Source: an optimization exercise on an open RTL-to-GDS flow (aim: small area). Production flows keep margins and buffers that such runs may drop.
At most, simulation tests tie the RTL to the original design; equivalence was not proved.
No activity file was given, so power comes from the tool's default toggle rates.

## pcie_irq
module pcie_irq
(
   input            Clk_i,
   input            Rstn_i,
   input            MsixStructSChipSelect_i,
   input   [13:0]   MsixStructSAddress_i,
   input   [3:0]    MsixStructSByteEnable_i,
   input            MsixStructSRead_i,
   output  [31:0]   MsixStructSReadData_o,
   input            MsixStructSWrite_i,
   input   [31:0]   MsixStructSWriteData_i,
   output           MsixStructSWaitRequest_o,
   output           MsixMWrite_o,
   output  [63:0]   MsixMAddress_o,
   output  [31:0]   MsixMWriteData_o,
   output  [3:0]    MsixMByteEnable_o,
   input            MsixMWaitRequest_i,
   input   [31:0]   Irq_i,
   input   [81:0]   MsiIntfc_i,
   input   [15:0]   MsixIntfc_i,
   output           IntxReq_o,
   input            IrqRead_i,
   output  [31:0]   IrqReadData_o,
  input    [31:0]   MaskWritedata_i,
  input             MaskRead_i,
  input             MaskWrite_i,
  input    [3:0]    MaskByteenable_i,
  output   [31:0]   MaskReaddata_o,
  output            MaskWaitrequest_o
);
Size: roughly 1300 flip-flops, roughly 430 I/O pins, ~40000 sq um of cells after synthesis.
==> flow/config.mk <==
export PLATFORM = sky130hd
export DESIGN_NAME = pcie_irq
export DESIGN_NICKNAME = pcie_irq
export VERILOG_FILES = /design/flow/design.v
export SDC_FILE = /design/flow/constraint.sdc
export NUM_CORES = 4
export LEC_CHECK = 0
export CAP_MARGIN = 20
export CORE_MARGIN = 2
export CORE_UTILIZATION = 40
export SLEW_MARGIN = 20
==> flow/constraint.sdc <==
create_clock -name core_clock -period 10.0 [get_ports {Clk_i}]
set_input_delay 2.0000 -clock core_clock [delete_from_list [all_inputs] [get_ports {Clk_i}]]
set_output_delay 2.0000 -clock core_clock [all_outputs]
set_load 0.01 [all_outputs]
standard.sh (not shown) runs the stock make flow with config.mk's settings and CLKGATE_MAP_FILE= SYNTH_SCRIPT=/design/flow/synth_recipe.tcl, a recipe that flattens the netlist after the stock synthesis.
==> flow/flow/run.sh <==
#!/bin/bash
set -euo pipefail
export BUFFER_PORTS_ARGS="-buffer_cell sky130_fd_sc_hd__buf_1"
export CTS_ARGS="-sink_clustering_enable -repair_clock_nets -sink_clustering_size 24 -sink_clustering_max_diameter 100 -dont_use_dummy_load"
bash standard.sh > standard_flow.log 2>&1
==> next run, changes <==
==> flow/flow/run.sh (replaced) <==
#!/bin/bash
set -euo pipefail
export BUFFER_PORTS_ARGS="-buffer_cell sky130_fd_sc_hd__buf_1"
export CTS_ARGS="-sink_clustering_enable -repair_clock_nets -sink_clustering_size 10 -sink_clustering_max_diameter 60 -buf_list sky130_fd_sc_hd__clkbuf_4 -dont_use_dummy_load"
bash standard.sh > standard_flow.log 2>&1
- The changed run completed without violations
- flip-flop and latch count is unchanged
- sequential share of layout area grows by 0.54 points
- utilization fell by 0.37 points
- clock power drops by 13%
- synthesized area does not change
- global-route usage goes up by 0.42 points


Starting RTL as in the previous note.
clock: 10.0 ns
lec_check: 0
cap_margin: 20
core_margin: 2
core_utilization: 60
cts_cluster_diameter: 100
cts_cluster_size: 24
slew_margin: 20
==> flow/flow/run.sh <==
#!/bin/bash
set -euo pipefail
export BUFFER_PORTS_ARGS="-buffer_cell sky130_fd_sc_hd__buf_1"
bash standard.sh > standard_flow.log 2>&1
Change:
CORE_UTILIZATION = 40   (was 60)
CTS_BUF_LIST = sky130_fd_sc_hd__clkbuf_8   (was default)
CTS_CLUSTER_DIAMETER = 80   (was 100)
CTS_CLUSTER_SIZE = 16   (was 24)
=> Worst setup slack improved by 31 ps; non-clock buffer count came out higher by 4; synthesized cell count stays the same; power came out lower by 2.1%; area after synthesis stays the same; fmax came out higher by 0.54%; critical path depth does not change; sequential share of layout area came out lower by 0.61 points.
Change:
==> flow/flow/run.sh (replaced) <==
#!/bin/bash
set -euo pipefail
export BUFFER_PORTS_ARGS="-buffer_cell sky130_fd_sc_hd__buf_1"
export CTS_ARGS="-sink_clustering_enable -repair_clock_nets -sink_clustering_size 16 -sink_clustering_max_diameter 80 -buf_list sky130_fd_sc_hd__clkbuf_8 -dont_use_dummy_load"
bash standard.sh > standard_flow.log 2>&1
CTS_BUF_LIST = default   (was sky130_fd_sc_hd__clkbuf_8)
CTS_CLUSTER_DIAMETER = default   (was 80)
CTS_CLUSTER_SIZE = default   (was 16)
The changed run finished with timing, DRC and antenna clean.
Worst hold slack is worse by 39 ps.
Die area is unchanged.
Worst setup slack hardly moves.
Routed wire length stays flat.
Final area fell by 0.67%.
Total power fell by 1.6%.
Flip-flop and latch count stays the same.
Combinational power hardly moves.
Global-route usage hardly moves.
Non-clock buffer count does not change.
Change:
==> flow/flow/run.sh (replaced) <==
#!/bin/bash
set -euo pipefail
export BUFFER_PORTS_ARGS="-buffer_cell sky130_fd_sc_hd__buf_1"
export CTS_ARGS="-sink_clustering_enable -repair_clock_nets -sink_clustering_size 10 -sink_clustering_max_diameter 60 -buf_list sky130_fd_sc_hd__clkbuf_4 -dont_use_dummy_load"
bash standard.sh > standard_flow.log 2>&1
CORE_UTILIZATION = 55   (was 40)
PLACE_DENSITY = 0.7   (was default)
The changed run went through all stages and came out clean.
Global-route usage climbs by 7.9 points.
Power went down by 1.5%.
Synthesized area does not change.
Via count came out higher by 4.6%.
Core utilization increases by 16 points.
Change:
CORE_UTILIZATION = 40   (was 55)
PLACE_DENSITY = default   (was 0.7)
Hold slack got worse by 44 ps. First-iteration DRC count goes down by roughly a tenth. Final area rises slightly. Sequential cell count stays the same. Final cell count came out higher by a little under a tenth. Power rose slightly. Die area climbs by well over a third. Via count came out lower by a few percent. Combinational power hardly moves. Sequential share of layout area decreases by 0.71 points.


## the previous run
Another version of the RTL of pcie_irq (not shown whole).
Size: ~2600 cells after synthesis, roughly 1300 flip-flops, about 0.037 mm^2 of cells after synthesis.
// pcie_irq
module pcie_irq
(
   input            Clk_i,
   input            Rstn_i,
   input            MsixStructSChipSelect_i,
   input   [13:0]   MsixStructSAddress_i,
   input   [3:0]    MsixStructSByteEnable_i,
   input            MsixStructSRead_i,
   output  [31:0]   MsixStructSReadData_o,
   input            MsixStructSWrite_i,
   input   [31:0]   MsixStructSWriteData_i,
   output           MsixStructSWaitRequest_o,
   output           MsixMWrite_o,
   output  [63:0]   MsixMAddress_o,
   output  [31:0]   MsixMWriteData_o,
   output  [3:0]    MsixMByteEnable_o,
   input            MsixMWaitRequest_i,
   input   [31:0]   Irq_i,
   input   [81:0]   MsiIntfc_i,
   input   [15:0]   MsixIntfc_i,
   output           IntxReq_o,
   input            IrqRead_i,
   output  [31:0]   IrqReadData_o,
  input    [31:0]   MaskWritedata_i,
  input             MaskRead_i,
  input             MaskWrite_i,
  input    [3:0]    MaskByteenable_i,
  output   [31:0]   MaskReaddata_o,
  output            MaskWaitrequest_o
);
clock: 10.0 ns
lec_check: 0
cap_margin: 20
core_margin: 2
core_utilization: 40
slew_margin: 20
synth_hierarchical: 1
==> flow/flow/run.sh <==
#!/bin/bash
set -euo pipefail
export BUFFER_PORTS_ARGS="-buffer_cell sky130_fd_sc_hd__buf_1"
export CTS_ARGS="-sink_clustering_enable -repair_clock_nets -sink_clustering_size 20 -sink_clustering_max_diameter 60 -buf_list sky130_fd_sc_hd__clkbuf_8 -dont_use_dummy_load"
bash standard.sh > standard_flow.log 2>&1
diff inputs: the previous run => the current run
==> flow/flow/run.sh <==
#!/bin/bash
set -euo pipefail
export BUFFER_PORTS_ARGS="-buffer_cell sky130_fd_sc_hd__buf_1"
export CTS_ARGS="-sink_clustering_enable -repair_clock_nets -sink_clustering_size 10 -sink_clustering_max_diameter 60 -buf_list sky130_fd_sc_hd__clkbuf_4 -dont_use_dummy_load"
bash standard.sh > standard_flow.log 2>&1
==> run notes <==
[compare] base=the previous run new=the current run: final net count +1.9%; time the final worst path needs with I/O delays and setup -0.016 ns; worst setup slack higher.
Max-cap violation count: the previous run vs the current run — no meaningful difference
Detailed-router iteration count before antenna repair ends up higher on the current run.
Relative to the previous run, the current run degrades number of design-rule violations left by the first detailed-router iteration.
No run of this note included a check of the RTL's function; only the layout flow was run.

[static timing again, ports no longer ideal]
Ports are ideal in the flow. The routed layouts listed here were re-timed in OpenROAD. Step 1 (the two cells are an assumption about what drives the block):
set clk [get_ports {Clk_i}]
set_driving_cell -lib_cell sky130_fd_sc_hd__clkbuf_16 $clk
set_driving_cell -lib_cell sky130_fd_sc_hd__buf_2 [delete_from_list [all_inputs] $clk]
Step 2 adds t to the input delays and takes it off the output delays; t is the mean of the earliest and latest rising clock arrival at the registers after step 1. Input paths then give back, and output paths get back, about the clock's delay inside the block. Slacks: no drivers / after step 1 / after step 2; pairs: no drivers / after step 1.
run | shift t [ns] | slack for setup (ns) | worst data-port slew with drivers (ns) | cell pins on the clock port's net
the first run of note 1 | 0.721 | 4.227 / 4.180 / 4.180 | 0.08 | 1
the second run of note 1 | 1.041 | 4.224 / 4.177 / 4.177 | 0.08 | 1
the first run of note 2 | 0.724 | 4.194 / 4.169 / 4.169 | 0.08 | 1
the second run of note 2 | 0.803 | 4.225 / 4.178 / 4.178 | 0.08 | 1
the third run of note 2 | 0.764 | 4.228 / 4.180 / 4.180 | 0.08 | 1
the fourth run of note 2 | 1.046 | 4.336 / 4.302 / 4.302 | 0.11 | 1
the fifth run of note 2 | 1.041 | 4.224 / 4.177 / 4.177 | 0.08 | 1
the previous run | 0.765 | 3.817 / 3.771 / 3.771 | 0.06 | 1
the current run | 1.075 | 3.833 / 3.787 / 3.787 | 0.06 | 1
After both steps every run listed still meets setup and hold. For the third run of note 2, which loses most, drivers alone change the setup slack by -0.048 ns; drivers and shift together by -0.048 ns.
